This design comes from an exercise in tuning for small area on the open sky130 flow, not from production work. In this exercise RTL edits were held to simulation tests only and were not proved equivalent to the original. Power is estimated from default activity; no workload was simulated.

Design sdr_rx, start of the top module:
module sdr_rx (
    input wire clk,
    input wire reset,
    input wire signed [9:0] adc_in,
    input wire [1:0] dr,
    input wire [25:0] frq,
    input wire [3:0] cic_shf,
    input wire ns_ena,
    input wire [2:0] demod_type,
    output wire [6:0] sathld,
    output wire diag,
    output wire valid,
    output wire signed [15:0] l_out,
    output wire signed [15:0] r_out
);
For scale: ~12000 cells after synthesis, about 3200 flip-flops, about 89 I/O pins.
Settings: LEC_CHECK=0, ABC_AREA=1, CAP_MARGIN=20, CORE_MARGIN=2, CORE_UTILIZATION=35, CTS_CLUSTER_DIAMETER=100, CTS_CLUSTER_SIZE=24, SLEW_MARGIN=20, SYNTH_MEMORY_MAX_BITS=32768; clock period 12.5 ns.
run.sh (not shown) runs the stock make flow with config.mk's settings and CLKGATE_MAP_FILE= SYNTH_SCRIPT=/design/flow/synth_recipe.tcl, a recipe that flattens the netlist after the stock synthesis.
==> next run, changes <==
--- a/flow/design.v
+++ b/flow/design.v
@@ -3249,15 +3249,15 @@
 (
 	input clk,						 
 	input reset,					 
 	input ena_out,					 
 	input [3:0] stp,                 
 	input [ISZ-1:0] xv,	             
 	input xs,
-	output signed [OSZ-1:0] y	     
+	output reg signed [OSZ-1:0] y	 
 );
 	reg [LSZ:0] il0, il1, il2, il3;
 	reg [HSZ-1:0] ih0, ih1, ih2, ih3;
     reg xs_d;
     wire [LSZ-1:0] sl0, sl1, sl2, sl3;
     wire cl0, cl1, cl2, cl3;
     wire [HSZ-1:0] sh0, sh1, sh2, sh3;
@@ -3287,32 +3287,38 @@
 	end
     reg [ASZ-OSZ-HSZ-1:0] low_pipe;
     always @(posedge clk)
         low_pipe <= il3[LSZ-1:ASZ-OSZ];
     wire [OSZ-1:0] integrator_top = {ih3, low_pipe};
 	reg [OSZ-1:0] acc;
 	reg [OSZ-1:0] dly0, dly1, dly2, dly3;
-    wire [OSZ-1:0] aop = ena_out ? integrator_top : acc;
     wire [OSZ-1:0] dif;
-    rca #(.W(OSZ)) u_c(.a(aop), .b(~dly0), .ci(1'b1), .s(dif), .co());
-    wire shift = ena_out | stp[0] | stp[1] | stp[2];
+    rca #(.W(OSZ)) u_c(.a(acc), .b(~dly0), .ci(1'b1), .s(dif), .co());
+    wire shift = |stp;
 	always @(posedge clk)
 	begin
-        if(shift)
+        if(ena_out == 1'b1)
+            acc <= integrator_top;
+        else if(shift)
             acc <= dif;
 		if(reset == 1'b1)
 		begin
             dly0 <= 0; dly1 <= 0; dly2 <= 0; dly3 <= 0;
+            y <= 0;
 		end
-		else if(shift)
+		else
         begin
-            dly0 <= dly1; dly1 <= dly2; dly2 <= dly3; dly3 <= aop;
+            if(shift)
+            begin
+                dly0 <= dly1; dly1 <= dly2; dly2 <= dly3; dly3 <= acc;
+            end
+            if(stp[3])
+                y <= dif;
         end
 	end
-    assign y = acc;
 endmodule
 module fir8dec_par #(
 	parameter isz = 16,					 
 	          osz = 16,					 
               csz = 16,                  
               agrw = 3                   
 )
@@ -3330,19 +3336,16 @@
     reg [2:0] jcnt;                  
     reg [4:0] d;                     
     reg lc;                          
     reg [4:0] pc;
     reg fst;                         
     always @(posedge clk)
     begin
-        if(ena == 1'b1)
-        begin
-            xi <= iin;
-            xq <= qin;
-        end
+        xi <= iin;
+        xq <= qin;
         if(reset == 1'b1)
         begin
             jcnt <= 3'd1;
             d <= 5'd0;
             lc <= 1'b0;
             pc <= 5'd0;
             fst <= 1'b1;
@@ -4652,21 +4655,15 @@
         .clk(clk),
         .reset(reset),
         .ena_out(ena_cic),
         .stp(comb_stp),
         .xv(tuner_i), .xs(tuner_i_s),
         .y(cic_i)
     );
-    reg diag_r;
-    always @(posedge clk)
-        if(reset == 1'b1)
-            diag_r <= 1'b0;
-        else if(comb_stp[3])
-            diag_r <= cic_i[cicsz-1];
-    assign diag = diag_r;
+    assign diag = cic_i[cicsz-1];
     cic_dec_4 #(.ISZ(isz), .ASZ(isz+4*gsz), .OSZ(cicsz))
     u_cic_q(
         .clk(clk),
         .reset(reset),
         .ena_out(ena_cic),
         .stp(comb_stp),
         .xv(tuner_q), .xs(tuner_q_s),
@@ -4682,22 +4679,17 @@
     wire [6:0] satcnt_p1, satsum_p;
     rca #(.W(7)) u_satcnt(.a(satcnt), .b(7'd0), .ci(1'b1), .s(satcnt_p1), .co());
     rca #(.W(7)) u_satsum(.a(satsum), .b(7'd0), .ci(satval), .s(satsum_p), .co());
     sat_flag #(.isz(osz+7), .osz(osz))
         u_sat_i(.in(cic_i_shf[cicsz+6:cicsz-osz]), .out(cic_i_sat), .flag(isatflg));
     sat_flag #(.isz(osz+7), .osz(osz))
         u_sat_q(.in(cic_q_shf[cicsz+6:cicsz-osz]), .out(cic_q_sat), .flag(qsatflg));
-    reg satflg;
     always @(posedge clk)
     begin
-        if(reset == 1'b1)
-            satflg <= 1'b0;
-        else if(comb_stp[3])
-            satflg <= isatflg|qsatflg;
-        satflg_d <= satflg;
+        satflg_d <= isatflg|qsatflg;
         if(reset == 1'b1)
         begin
             satcnt <= 0;
 			satval <= 0;
             satsum <= 0;
             sathld <= 0;
         end
Critical path depth increases by 4. Utilization goes down by 0.12 points. Routed wire length is higher by 0.95%. Design area went up by 0.52%. Synthesized cell count rises by 1.1%. Sequential cell count goes up by 40. Power goes down by 0.41%. Maximum frequency shrinks by 0.47%.

[what the ideal ports hide]
The results above use ideal ports. As a check the final layouts listed here were re-extracted and re-timed, cells and wires unchanged.
Step 1 (the two cells are an assumption about what drives the block):
set clk [get_ports {clk}]
set_driving_cell -lib_cell sky130_fd_sc_hd__clkbuf_16 $clk
set_driving_cell -lib_cell sky130_fd_sc_hd__buf_2 [delete_from_list [all_inputs] $clk]
Step 2, shift: input delay + t, output delay - t, t = (earliest + latest rising clock arrival at the registers) / 2. This alone moves slack from input paths to output paths.
Slacks: ideal / step 1 / step 2; pairs: ideal / step 1.
| run | t, ns | slack for setup (ns) | hold slack, ns | worst setup path after step 2 | worst slew at a driven data input, ns |
|---|---|---|---|---|---|
| the first run | 0.944 | 1.101 / 1.101 / 1.101 | 0.249 / 0.249 / 0.249 | register to register | 0.16 |
| the second run | 0.959 | 1.047 / 1.047 / 1.047 | 0.260 / 0.260 / 0.260 | register to register | 0.11 |
After both steps setup and hold are still met in every run listed.
